From an optimization exercise on the open Yosys and OpenROAD flow, aimed at small area, a short achievable clock period and few clock cycles per item; shortcuts taken in it are not production practice. Where RTL was checked, it was by simulation tests only, not by an equivalence proof against the original. No driver is modelled on the clock port, so clocking that relies on it looks cheaper here than on a real chip. Power and IR drop assume default switching activity.

==> flow/design.v <==
`timescale 1ns/1ps
module ma_core_ema(clk, upd, ld, in_price, out_avg);
  parameter ALPHA_SH = 4;
  localparam W = 32 + ALPHA_SH;
  input clk;
  input upd;                
  input ld;                 
  input  [31:0] in_price;
  output [31:0] out_avg;
  reg [31:0] out_avg;
  wire [W-1:0] x_ext = {{ALPHA_SH{in_price[31]}}, in_price};
  wire [W-1:0] x_shl = {in_price, {ALPHA_SH{1'b0}}};
  wire [W-1:0] a_ext = {{ALPHA_SH{out_avg[31]}}, out_avg};
  wire [W-1:0] a_shl = {out_avg, {ALPHA_SH{1'b0}}};
  wire [W-1:0] t;
  wire [W-1:0] opx = ({W{upd}} & x_ext) | ({W{ld}} & x_shl);
  generate
    if (ALPHA_SH == 1) begin : g_two
      wire [W-1:0] opa = ({W{upd}} & a_ext) | ({W{~upd & ~ld}} & a_shl);
      assign t = opx + opa;
    end else begin : g_csa
      wire [W-1:0] p = {W{~ld}} & a_shl;
      wire [W-1:0] n = {W{upd}} & ~a_ext;
      wire [W-1:0] s = opx ^ p ^ n;
      wire [W-1:0] c = (opx & p) | (opx & n) | (p & n);
      assign t = s + {c[W-2:0], upd};
    end
  endgenerate
  always @(posedge clk)
    out_avg <= t[W-1:ALPHA_SH];
endmodule
`timescale 1ns/1ps
module tick_pipeline(
  clk, rst, in_valid, in_price, out_valid, out_signal, fast_dbg, slow_dbg
);
  parameter FAST_ALPHA_SH = 1;
  parameter SLOW_ALPHA_SH = 6;
  input clk;
  input rst;
  input in_valid;
  input  [31:0] in_price;
  output        out_valid;
  output [1:0]  out_signal;
  output [31:0] fast_dbg;
  output [31:0] slow_dbg;
  reg        seeded;
  reg        tick_upd, tick_ld;
  reg [31:0] tick_x;
  wire accept = in_valid & ~rst;
  wire seen   = seeded | tick_upd | tick_ld;
  always @(posedge clk) begin
    tick_upd <= accept & seen;
    tick_ld  <= accept & ~seen;
    tick_x   <= in_price;
    seeded   <= ~rst & seen;
  end
  reg out_valid_r;
  reg [1:0] signal_r;
  wire [31:0] fast_avg, slow_avg;
  ma_core_ema #(.ALPHA_SH(FAST_ALPHA_SH)) u_fast (
    .clk(clk), .upd(tick_upd), .ld(tick_ld),
    .in_price(tick_x), .out_avg(fast_avg)
  );
  ma_core_ema #(.ALPHA_SH(SLOW_ALPHA_SH)) u_slow (
    .clk(clk), .upd(tick_upd), .ld(tick_ld),
    .in_price(tick_x), .out_avg(slow_avg)
  );
  wire gt = fast_avg > slow_avg;
  wire eq = fast_avg == slow_avg;
  always @(posedge clk) begin
    out_valid_r <= (tick_upd | tick_ld) & ~rst;
    signal_r    <= {tick_upd & ~gt & ~eq, tick_upd & ~eq};
  end
  assign out_valid  = out_valid_r;
  assign out_signal = signal_r;
  assign fast_dbg   = fast_avg;
  assign slow_dbg   = slow_avg;
endmodule
clock: 5.5 ns
lec_check: 0
cap_margin: 20
core_margin: 2
core_utilization: 65
cts_buf_list: sky130_fd_sc_hd__clkbuf_4 sky130_fd_sc_hd__clkbuf_8
setup_slack_margin: 2.3
slew_margin: 20
standard.sh (not shown) runs the stock make flow with config.mk's settings and CLKGATE_MAP_FILE= SYNTH_SCRIPT=/design/flow/synth_recipe.tcl, a recipe that flattens the netlist after the stock synthesis.
==> flow/flow/run.sh <==
#!/bin/bash
# The standard layout (standard.sh), with small port buffers, and a post-CTS
# hook (flow/skew.tcl) that clocks the tick-mode registers from their own
# clock buffer ahead of the tree's leaves.
set -euo pipefail
bash standard.sh "BUFFER_PORTS_ARGS=-buffer_cell sky130_fd_sc_hd__buf_1" \
  "POST_CTS_TCL=$(pwd)/flow/skew.tcl" finish > flow.log 2>&1
==> flow/flow/skew.tcl <==
# Post-CTS hook: clock the registers of the tick's mode (tick_upd, tick_ld,
# seeded) from their own clock buffer on the clock port, ahead of the tree's
# leaves. Their inputs come from the ports, where slack is ample; their
# outputs feed only registers inside the design (the EMAs and out_valid),
# whose paths from them gain the time. Then repair timing again.
set block [ord::get_db_block]
set db [ord::get_db]
set master [$db findMaster sky130_fd_sc_hd__clkbuf_16]
set clknet [$block findNet clk]
if { $clknet == "NULL" } { error "skew.tcl: no clk net" }

set flops {}
foreach inst [$block getInsts] {
  set name [$inst getName]
  if { [regexp {^(tick_upd|tick_ld|seeded)\$} $name] } {
    lappend flops $inst
  }
}
puts "skew.tcl: [llength $flops] mode registers"
if { [llength $flops] == 0 } { error "skew.tcl: no mode registers found" }

# place the buffer at the registers' centroid; detailed placement legalizes it
set sx 0
set sy 0
foreach f $flops {
  set loc [$f getLocation]
  set sx [expr { $sx + [lindex $loc 0] }]
  set sy [expr { $sy + [lindex $loc 1] }]
}
set n [llength $flops]
set buf [odb::dbInst_create $block $master clkbuf_early]
$buf setLocation [expr { int($sx / $n) }] [expr { int($sy / $n) }]
$buf setPlacementStatus PLACED
set early [odb::dbNet_create $block clknet_early]
$early setSigType CLOCK
[$buf findITerm A] connect $clknet
[$buf findITerm X] connect $early
foreach f $flops {
  set it [$f findITerm CLK]
  $it disconnect
  $it connect $early
}
global_connect

detailed_placement
check_placement -verbose
estimate_parasitics -placement
report_clock_skew
repair_timing_helper
detailed_placement
check_placement -verbose
The baseline passed the timing, design-rule and antenna checks.
Rerun with:
--- a/flow/design.v
+++ b/flow/design.v
@@ -62,17 +62,22 @@
     .in_price(tick_x), .out_avg(fast_avg)
   );
   ma_core_ema #(.ALPHA_SH(SLOW_ALPHA_SH)) u_slow (
     .clk(clk), .upd(tick_upd), .ld(tick_ld),
     .in_price(tick_x), .out_avg(slow_avg)
   );
-  wire gt = fast_avg > slow_avg;
-  wire eq = fast_avg == slow_avg;
   always @(posedge clk) begin
     out_valid_r <= (tick_upd | tick_ld) & ~rst;
-    signal_r    <= {tick_upd & ~gt & ~eq, tick_upd & ~eq};
+    if (!tick_upd)
+      signal_r <= 2'b00;
+    else if (fast_avg > slow_avg)
+      signal_r <= 2'b01;
+    else if (fast_avg < slow_avg)
+      signal_r <= 2'b11;
+    else
+      signal_r <= 2'b00;
   end
   assign out_valid  = out_valid_r;
   assign out_signal = signal_r;
   assign fast_dbg   = fast_avg;
   assign slow_dbg   = slow_avg;
 endmodule
- register-to-register slack improves by 0.03 ns
- core utilization stays flat
- worst setup slack improves by 0.035 ns
- hold slack degrades by 0.041 ns
- global-route usage falls by 1.8 points
- cell count goes down by 4.4%
Testbench counts after the change, summed over its fixed seeds: cycles 32,016, items 32,000.
Only the layout flow was run in the first run of this note; the RTL was not checked for function there.

## the reference run
RTL: the design.v shown in full above, as it stands there.
Settings: LEC_CHECK=0, CAP_MARGIN=20, CORE_MARGIN=2, CORE_UTILIZATION=65, CTS_BUF_LIST=sky130_fd_sc_hd__clkbuf_4 sky130_fd_sc_hd__clkbuf_8, SETUP_SLACK_MARGIN=2.0, SLEW_MARGIN=20; clock period 5.5 ns.
Scripts as last shown in full above: flow/flow/run.sh, flow/flow/skew.tcl
> inputs changed (the reference run -> the trial run)
==> flow/design.v, changed modules only <==
module tick_pipeline(
  clk, rst, in_valid, in_price, out_valid, out_signal, fast_dbg, slow_dbg
);
  parameter FAST_ALPHA_SH = 1;
  parameter SLOW_ALPHA_SH = 6;
  input clk;
  input rst;
  input in_valid;
  input  [31:0] in_price;
  output        out_valid;
  output [1:0]  out_signal;
  output [31:0] fast_dbg;
  output [31:0] slow_dbg;
  reg        seeded;
  reg        tick_upd, tick_ld;
  reg [31:0] tick_x;
  wire accept = in_valid & ~rst;
  wire seen   = seeded | tick_upd | tick_ld;
  always @(posedge clk) begin
    tick_upd <= accept & seen;
    tick_ld  <= accept & ~seen;
    tick_x   <= in_price;
    seeded   <= ~rst & seen;
  end
  reg out_valid_r;
  reg [1:0] signal_r;
  wire [31:0] fast_avg, slow_avg;
  ma_core_ema #(.ALPHA_SH(FAST_ALPHA_SH)) u_fast (
    .clk(clk), .upd(tick_upd), .ld(tick_ld),
    .in_price(tick_x), .out_avg(fast_avg)
  );
  ma_core_ema #(.ALPHA_SH(SLOW_ALPHA_SH)) u_slow (
    .clk(clk), .upd(tick_upd), .ld(tick_ld),
    .in_price(tick_x), .out_avg(slow_avg)
  );
  always @(posedge clk) begin
    out_valid_r <= (tick_upd | tick_ld) & ~rst;
    if (!tick_upd)
      signal_r <= 2'b00;
    else if (fast_avg > slow_avg)
      signal_r <= 2'b01;
    else if (fast_avg < slow_avg)
      signal_r <= 2'b11;
    else
      signal_r <= 2'b00;
  end
  assign out_valid  = out_valid_r;
  assign out_signal = signal_r;
  assign fast_dbg   = fast_avg;
  assign slow_dbg   = slow_avg;
endmodule
### Flow results
The trial run vs the reference run, met1 wire length went down by 5.8%. The trial run leaves more setup margin than the reference run. Routed wire length down about 5% in the trial run wrt the reference run. The trial run vs the reference run, share of total power in the clock network went down by 0.9 points. Between the trial run and the reference run, it is the trial run whose routed via count is lower, by 454. The trial run against the reference run: number of cell rows lower; total nets after synthesis lower; met1 usage in global routing lower; tightest hold margin lower. The synthesized cell count number comes out lower for the trial run vs the reference run.
Testbench counts of the trial run, summed over its fixed seeds: cycles 32,016, items 32,000.
Function not checked in the reference run: the RTL went through the layout flow alone.

run 1:
tick_pipeline, a different RTL version from the one above (not shown whole).
For scale: about 100 flip-flops, about 0.0091 mm2 of cells after synthesis.
==> module tick_pipeline, before the edit <==
module tick_pipeline(
  clk, rst, in_valid, in_price, out_valid, out_signal, fast_dbg, slow_dbg
);
  parameter FAST_ALPHA_SH = 1;
  parameter SLOW_ALPHA_SH = 6;
  input clk;
  input rst;
  input in_valid;
  input  [31:0] in_price;
  output        out_valid;
  output [1:0]  out_signal;
  output [31:0] fast_dbg;
  output [31:0] slow_dbg;
  reg        tick_v;
  reg [31:0] tick_x;
  always @(posedge clk) begin
    tick_v <= in_valid & ~rst;
    tick_x <= in_price;
  end
  reg seeded;
  reg out_valid_r;
  reg [1:0] signal_r;
  wire [31:0] fast_avg, slow_avg;
  ma_core_ema #(.ALPHA_SH(FAST_ALPHA_SH)) u_fast (
    .clk(clk), .in_valid(tick_v), .seeded(seeded),
    .in_price(tick_x), .out_avg(fast_avg)
  );
  ma_core_ema #(.ALPHA_SH(SLOW_ALPHA_SH)) u_slow (
    .clk(clk), .in_valid(tick_v), .seeded(seeded),
    .in_price(tick_x), .out_avg(slow_avg)
  );
  always @(posedge clk) begin
    out_valid_r <= tick_v & ~rst;
    seeded      <= ~rst & (seeded | tick_v);
    if (!seeded)
      signal_r <= 2'b00;
    else if (fast_avg > slow_avg)
      signal_r <= 2'b01;
    else if (fast_avg < slow_avg)
      signal_r <= 2'b11;
    else
      signal_r <= 2'b00;
  end
  assign out_valid  = out_valid_r;
  assign out_signal = signal_r;
  assign fast_dbg   = fast_avg;
  assign slow_dbg   = slow_avg;
endmodule
clock: 5.5 ns
lec_check: 0
abc_clock_period_in_ps: 3500
cap_margin: 20
core_margin: 2
core_utilization: 40
setup_slack_margin: 1.5
slew_margin: 20
run.sh (not shown) runs the stock make flow with config.mk's settings and CLKGATE_MAP_FILE= SYNTH_SCRIPT=/design/flow/synth_recipe.tcl, a recipe that flattens the netlist after the stock synthesis.
Stock flow here: none of the scripts above is used.
Run 1 did not stop at any stage, and its layout met the timing, design-rule and antenna checks.
#### Input delta (run 2 over run 1)
-- flow/design.v --
<<< run 1, line 41
  output [31:0] fast_dbg;
  output [31:0] slow_dbg;
  reg        tick_v;
  reg [31:0] tick_x;
  always @(posedge clk) begin
    tick_v <= in_valid & ~rst;
    tick_x <= in_price;
  end
  reg seeded;
  reg out_valid_r;
>>> run 2, line 41
  output [31:0] fast_dbg;
  output [31:0] slow_dbg;
  wire accept = in_valid & ~rst;
  reg seeded;
  reg out_valid_r;
<<< run 1, line 52
  wire [31:0] fast_avg, slow_avg;
  ma_core_ema #(.ALPHA_SH(FAST_ALPHA_SH)) u_fast (
    .clk(clk), .in_valid(tick_v), .seeded(seeded),
    .in_price(tick_x), .out_avg(fast_avg)
  );
  ma_core_ema #(.ALPHA_SH(SLOW_ALPHA_SH)) u_slow (
    .clk(clk), .in_valid(tick_v), .seeded(seeded),
    .in_price(tick_x), .out_avg(slow_avg)
  );
  always @(posedge clk) begin
    out_valid_r <= tick_v & ~rst;
    seeded      <= ~rst & (seeded | tick_v);
    if (!seeded)
      signal_r <= 2'b00;
>>> run 2, line 47
  wire [31:0] fast_avg, slow_avg;
  ma_core_ema #(.ALPHA_SH(FAST_ALPHA_SH)) u_fast (
    .clk(clk), .in_valid(accept), .seeded(seeded),
    .in_price(in_price), .out_avg(fast_avg)
  );
  ma_core_ema #(.ALPHA_SH(SLOW_ALPHA_SH)) u_slow (
    .clk(clk), .in_valid(accept), .seeded(seeded),
    .in_price(in_price), .out_avg(slow_avg)
  );
  always @(posedge clk) begin
    out_valid_r <= accept;
    seeded      <= ~rst & (seeded | in_valid);
    if (!seeded)
      signal_r <= 2'b00;
==> run notes <==
Run 2 vs run 1, final cycle utilization of the critical path went up by 5.6 points.
Lower number of synthesized register bits was reported by run 2, not run 1.
The total number of multi-input combinational cells in run 1 is 1.09 times that in run 2.
Status: remaining routing DRC violations parity (run 2, run 1)
Relative to run 1, number of stages on the worst setup path has increased by 3 in run 2.
Testbench counts of run 2, summed over its fixed seeds: cycles 32,008, items 32,000.
No functional check of the RTL was part of run 1.

-- what the ideal ports hide --
The flow's constraints put no driver on any port. The routed layouts listed below were extracted and timed again, unchanged, in two steps.
Step 1 assumes that a clkbuf_16 drives the clock port and a buf_2 every other input.
Step 2, shift: input delay + t, output delay - t, t = (earliest + latest rising clock arrival at the registers) / 2. This alone moves slack from input paths to output paths.
Three values: ideal ports, drivers, drivers and shift; two values: the first two.
run	shift t [ns]	setup slack, ns	latest minus earliest clock arrival (ns)	pins driven straight from the clock port
the first run of note 1	0.301	2.364 / 2.364 / 2.364	0.295 / 0.295	2
the second run of note 1	0.299	2.398 / 2.398 / 2.398	0.295 / 0.295	2
the reference run	0.306	2.210 / 2.210 / 2.210	0.300 / 0.300	2
the trial run	0.295	2.238 / 2.238 / 2.238	0.291 / 0.291	2
run 1	0.401	1.822 / 1.822 / 1.822	0.011 / 0.011	1
run 2	0.393	1.514 / 1.525 / 1.133	0.009 / 0.009	1
In the reference run the clock reaches the registers at very different times; t lies between them, and the last value is a rough guide only. For run 2, which loses most, drivers alone change the setup slack by +0.011 ns; drivers and shift together by -0.381 ns.
